Source: an optimization exercise on an open RTL-to-GDS flow (aim: small area, a short achievable clock period and few clock cycles per item). Production flows keep margins and buffers that such runs may drop. The RTL was checked by simulation tests, not by an equivalence proof against the original design. The clock port is modelled as an ideal driver; clocking choices that lean on that would not hold on a real chip.

==> run a: inputs <==
## booth_fsm
module booth_fsm
# (parameter DATAWIDTH = 32)
(
  input                        clk,
  input                        rstn,
  input                        en,
  input        [DATAWIDTH-1:0] multiplier,
  input        [DATAWIDTH-1:0] multiplicand,
  output reg                   done,
  output reg [2*DATAWIDTH-1:0] product
);
==> flow/config.mk <==
export PLATFORM = sky130hd
export DESIGN_NAME = booth_fsm
export DESIGN_NICKNAME = booth_fsm
export VERILOG_FILES = /design/flow/design.v
export SDC_FILE = /design/flow/constraint.sdc
export NUM_CORES = 4
export LEC_CHECK = 0
export CAP_MARGIN = 20
export CORE_MARGIN = 2
export CORE_UTILIZATION = 40
export SLEW_MARGIN = 20
export SYNTH_HIERARCHICAL = 1
==> flow/constraint.sdc <==
create_clock -name core_clock -period 6.0 [get_ports {clk}]
set_input_delay 1.2000 -clock core_clock [delete_from_list [all_inputs] [get_ports {clk}]]
set_output_delay 1.2000 -clock core_clock [all_outputs]
set_load 0.01 [all_outputs]
standard.sh (not shown) runs the stock make flow with config.mk's settings and CLKGATE_MAP_FILE= SYNTH_SCRIPT=/design/flow/synth_recipe.tcl, a recipe that flattens the netlist after the stock synthesis.
==> flow/flow/run.sh <==
#!/bin/bash
# Own layout flow: the standard ORFS flow with two changes.
#  - ports are buffered with a plain buffer (buf_2) instead of the delay
#    buffer buffer_ports picks by default; every port still gets a buffer;
#  - before floorplanning, combinational cells that synthesis upsized are set
#    back to their smallest drive strength (registers are left alone); the
#    resizer then upsizes only what timing needs;
#  - before clock tree synthesis the buffers that timing-driven placement
#    added are taken out again (flow/rebuffer.tcl).
set -euo pipefail
here=$(pwd)
export BUFFER_PORTS_ARGS="-buffer_cell sky130_fd_sc_hd__buf_2"
export PRE_FLOORPLAN_TCL="$here/flow/downsize.tcl"
export PRE_CTS_TCL="$here/flow/rebuffer.tcl"
bash standard.sh > "$here/standard.log" 2>&1
==> flow/flow/rebuffer.tcl <==
# Before clock tree synthesis: take out the buffers that timing-driven global
# placement inserted (keeping a buffer on every port), fix only slew, capacitance and fanout again, and
# legalize; the repair after clock tree synthesis then buffers or sizes only
# the paths that need it.
# remove_buffers takes out every buffer, the port buffers too, so the ports
# are buffered again right after, as global placement did.
puts "rebuffer: removing [llength [get_cells -quiet place*]] placement buffers"
remove_buffers
buffer_ports -buffer_cell sky130_fd_sc_hd__buf_2
estimate_parasitics -placement
repair_design -cap_margin $::env(CAP_MARGIN) -slew_margin $::env(SLEW_MARGIN)
detailed_placement
Other scripts of this flow, unchanged in this note and not shown: flow/flow/downsize.tcl
==> run b (differences from run a) <==
--- a/flow/flow/rebuffer.tcl
+++ b/flow/flow/rebuffer.tcl
@@ -6,2 +6,3 @@
 # are buffered again right after, as global placement did.
+set_dont_use $::env(DONT_USE_CELLS)
 puts "rebuffer: removing [llength [get_cells -quiet place*]] placement buffers"
- GPL_TIMING_DRIVEN: not set -> 0
==> notes <==
- Run b completed, yet does not pass: setup timing. Run a finished clean.
- In synthesized area, run b and run a do not differ.
- Via count: run b is higher than run a (about 8%).
- Against run b, the non-clock buffer count of run a is lower by 135.
- In flip-flop and latch count, run b and run a do not differ.
- Between run a and run b, the lower worst hold slack is in run a (gap 3.0 ps).
- In run a the global-route usage is lower than in run b, by 5.0 points.
- Of run a and run b, run a has the higher maximum frequency (gap 3.0%, measured against run b).
==> figures <==
Placement-stage worst setup slack: run a -526 ps; run b -1880 ps
Max Freq: run a 169 MHz; run b 164 MHz
Met2 WL post-DR: run a 46.1 mm; run b 52.8 mm
Clock transition at the registers of the reported paths: run a 50 ps; run b 60 ps
Antenna violations before repair: run a 1; run b 3
Layout fillers: run a 5887; run b 5440
Fraction of area in multi-input gates: run a 0.811; run b 0.778
Post-CTS sizing: run a 190; run b 337
Max-slew headroom at the worst pin: run a 0.395; run b 0.318
Wire length the detailed router placed on met1: run a 44.7 mm; run b 45.6 mm
Setup TNS: run a 0 ps; run b -218 ps
Status: run a timing/DRC/antenna clean; run b complete, but fails checks
Layout check failures: run a -; run b setup timing
Number of optimization iterations in the first detailed-route pass: run a 7; run b 6
Top cell by count, worst path: run a sky130_fd_sc_hd__xor2_2; run b sky130_fd_sc_hd__xor2_1
Mean routed wirelength per cell: run a 25.5 um; run b 28.6 um
Met2 usage in global routing: run a 0.471; run b 0.557
Total placed cells including tap cells: run a 4518; run b 3918
Area occupied by multi-input gates: run a 0.0262 sq mm; run b 0.0273 sq mm
First-pass GRT wire length: run a 147 mm; run b 167 mm
Testbench counts of run a, summed over its fixed seeds: cycles 2,048, items 2,048.
Testbench counts of run b, summed over its fixed seeds: cycles 2,048, items 2,048.

-- port drivers added, routing unchanged --
In the flow no input, the clock included, has a driving cell. The finished layouts below were timed again as built, in two steps. Step 1: set_driving_cell puts a clkbuf_16 on clk and a buf_2 on each other input, an assumption about the parent block. Step 2 also shifts input and output timing later by t, the mid clock arrival at the registers, as if the neighbouring blocks saw the same clock. Three values: ideal ports, drivers, drivers and shift; two values: the first two.
run | shift t [ns] | slack for setup (ns) | pins driven straight from the clock port
run a | 0.397 | 0.088 / -0.116 / -0.513 | 1
run b | 0.395 | -0.088 / -0.283 / -0.677 | 1
Met with ideal ports but missed after step 2: setup timing in run a. For run a, which loses most, drivers alone change the setup slack by -0.204 ns; drivers and shift together by -0.601 ns.
